From an optimization exercise on the open Yosys and OpenROAD flow, aimed at small area and a short achievable clock period; shortcuts taken in it are not production practice.
Only simulation tests tie the RTL to the original design; equivalence was not proved.
No activity file was given, so power comes from the tool's default toggle rates.

job 4355:
## sort2in1
module sort2in1
#(parameter W = 12)
(
    input clk,
    input synrst,
    input DataEn,
    input [W-1:0] DataIn,
    output [W-1:0] DataMax,
    output reg [W+4-1:0] DataSumOut
);
clock: 6.5 ns
lec_check: 0
cap_margin: 20
core_margin: 2
core_utilization: 55
cts_buf_list: sky130_fd_sc_hd__clkbuf_8
cts_cluster_diameter: 60
cts_cluster_size: 12
setup_slack_margin: 4.0
slew_margin: 20
synth_hierarchical: 1
standard.sh (not shown) runs the stock make flow with config.mk's settings and CLKGATE_MAP_FILE= SYNTH_SCRIPT=/design/flow/synth_recipe.tcl, a recipe that flattens the netlist after the stock synthesis.
==> flow/flow/run.sh <==
#!/bin/bash
# Standard synthesis and layout; the only change is the cell used for the port
# buffers (a plain buf_2 instead of the delay buffer buffer_ports picks).
set -euo pipefail
bash standard.sh synth > synth.log 2>&1
BUFFER_PORTS_ARGS="-buffer_cell sky130_fd_sc_hd__buf_2" bash standard.sh finish > layout.log 2>&1
diff inputs: job 4355 => job 245
Settings: CTS_CLUSTER_SIZE no longer set, was 12; CTS_BUF_LIST now sky130_fd_sc_hd__clkbuf_4 sky130_fd_sc_hd__clkbuf_8, was sky130_fd_sc_hd__clkbuf_8; CTS_CLUSTER_DIAMETER no longer set, was 60; CORE_UTILIZATION now 40, was 55.
==> flow/run.sh (new file) <==
#!/bin/bash
# synth_recipe.tcl (not shown) runs the flow's synth.tcl, then flattens the netlist and writes it again
# the make line also repeats each setting of config.mk as NAME=value (left out here)
make -C /OpenROAD-flow-scripts/flow DESIGN_CONFIG=/design/flow/config.mk WORK_HOME=/design/flow/orfs CLKGATE_MAP_FILE= SYNTH_SCRIPT=/design/flow/synth_recipe.tcl finish
removed: flow/flow/run.sh
removed: flow/standard.sh
Findings:
Job 245 against job 4355: number of core rows saw an increase; multi-input logic cell count +4; static leakage now larger.
On overall power after layout, the higher figure sits with job 245, not job 4355.
Job 245 vs job 4355: number of buffers added for setup after CTS up by a few percent
[job 245 vs job 4355] maximum frequency: lower in job 245
Job 245: switching power as a share of total power 0.96 points below job 4355
| final design area excluding fillers | job 245 vs job 4355 | worse |
Job 245: multi-input combinational area share 2.0 points below job 4355
Going from job 4355 to job 245, final-layout clock buffer total grew by more than 100%.
Comparing total length of routed met3 wires for job 4355 and job 245, the smaller number came from job 4355.
> inputs changed (job 245 -> job 5057)
Settings: CTS_CLUSTER_DIAMETER: unset -> 60; CTS_BUF_LIST: sky130_fd_sc_hd__clkbuf_4 sky130_fd_sc_hd__clkbuf_8 -> sky130_fd_sc_hd__clkbuf_8; CTS_CLUSTER_SIZE: unset -> 12.
==> flow/flow/run.sh (new file) <==
#!/bin/bash
# Standard synthesis and layout; the only change is the cell used for the port
# buffers (a plain buf_2 instead of the delay buffer buffer_ports picks).
set -euo pipefail
bash standard.sh synth > synth.log 2>&1
BUFFER_PORTS_ARGS="-buffer_cell sky130_fd_sc_hd__buf_2" bash standard.sh finish > layout.log 2>&1
==> flow/standard.sh (new file) <==
#!/bin/bash
# synth_recipe.tcl (not shown) runs the flow's synth.tcl, then flattens the netlist and writes it again
# the make line also repeats each setting of config.mk as NAME=value (left out here)
make -C /OpenROAD-flow-scripts/flow DESIGN_CONFIG=/design/flow/config.mk WORK_HOME=/design/flow/orfs CLKGATE_MAP_FILE= SYNTH_SCRIPT=/design/flow/synth_recipe.tcl "${@:-finish}"
removed: flow/run.sh
==> comparison <==
Changes observed in job 5057 relative to job 245: share of power burned in registers climbed 6.0 points; CTS buffer count dropped about 40%; number of vias in the routed layout dropped 247; number of vias per cell climbed 0.033. Job 245 ended up with fa_1 as its cell with the largest stage delay on the worst path; job 5057 ended up with fa_2. Final net count (job 5057 vs. job 245) decreases slightly.


## v33
Starting RTL as in the previous note.
==> flow/config.mk <==
export PLATFORM = sky130hd
export DESIGN_NAME = sort2in1
export DESIGN_NICKNAME = sort2in1
export VERILOG_FILES = /design/flow/design.v
export SDC_FILE = /design/flow/constraint.sdc
export NUM_CORES = 4
export LEC_CHECK = 0
export CAP_MARGIN = 20
export CORE_MARGIN = 2
export CORE_UTILIZATION = 55
export CTS_BUF_LIST = sky130_fd_sc_hd__clkbuf_8
export CTS_CLUSTER_DIAMETER = 80
export CTS_CLUSTER_SIZE = 16
export SETUP_SLACK_MARGIN = 4.0
export SLEW_MARGIN = 20
export SYNTH_HIERARCHICAL = 1
==> flow/constraint.sdc <==
create_clock -name core_clock -period 6.5 [get_ports {clk}]
set_input_delay 1.3000 -clock core_clock [delete_from_list [all_inputs] [get_ports {clk}]]
set_output_delay 1.3000 -clock core_clock [all_outputs]
set_load 0.01 [all_outputs]
==> flow/flow/run.sh <==
#!/bin/bash
# Standard synthesis and layout; the only change is the cell used for the port
# buffers (a plain buf_2 instead of the delay buffer buffer_ports picks).
set -euo pipefail
bash standard.sh synth > synth.log 2>&1
BUFFER_PORTS_ARGS="-buffer_cell sky130_fd_sc_hd__buf_2" bash standard.sh finish > layout.log 2>&1
[inputs] v10 vs v33
- changing CTS_CLUSTER_SIZE from 16 to 12
- changing CORE_UTILIZATION from 55 to 50
- changing SETUP_SLACK_MARGIN from 4.0 to 4.1
- changing CTS_CLUSTER_DIAMETER from 80 to 60
[summary]
- Every stage of the flow completed for v10, and the final layout passed the timing, design-rule and antenna checks.
- Going from v33 to v10, transition time at the pin with the least slew margin increased by 72 ps relative to the old numbers, total design power now sits higher, core utilization shrank by 3.9 points, highest achievable clock rate now sits higher, final area now larger.
- Going from v33 to v10, met1 routing resource usage after global routing decreased by 4.7 points relative to the old numbers; first-pass GRT wire length went down; register-to-register slack went up; shortest clock period the worst path allows after layout decreased 100 ps.

## what the ideal ports hide
No port has a modelled driver above. Below, the same layouts with a new extraction and two added sets of constraints.
Step 1: set_driving_cell puts a clkbuf_16 on clk and a buf_2 on each other input, an assumption about the parent block.
Step 2 moves the port delays by t, midway between the first and last clock arrival at a register: inputs arrive t later, outputs are due t later. That takes back most of the time a late clock gives input paths.
a / b / c = ideal ports / drivers / drivers and shift; a / b = the first two.
| run | shift t [ns] | setup WS [ns] | hold slack, ns | clock arrival spread, ns | pins driven straight from the clock port |
|---|---|---|---|---|---|
| job 4355 | 0.605 | 3.961 / 3.961 / 3.509 | 0.475 / 0.475 / 0.475 | 0.019 / 0.019 | 1 |
| job 245 | 0.602 | 3.949 / 3.949 / 3.481 | 0.475 / 0.475 / 0.475 | 0.026 / 0.026 | 1 |
| job 5057 | 0.609 | 3.975 / 3.975 / 3.545 | 0.465 / 0.465 / 0.465 | 0.018 / 0.018 | 1 |
| v33 | 0.590 | 3.886 / 3.886 / 3.461 | 0.479 / 0.479 / 0.479 | 0.019 / 0.018 | 1 |
| v10 | 0.611 | 3.989 / 3.989 / 3.448 | 0.467 / 0.467 / 0.467 | 0.025 / 0.025 | 1 |
After both steps setup and hold are still met in every run listed. The setup slack of v10, which loses most, moves by 0.000 ns with the drivers and by -0.541 ns with both steps.
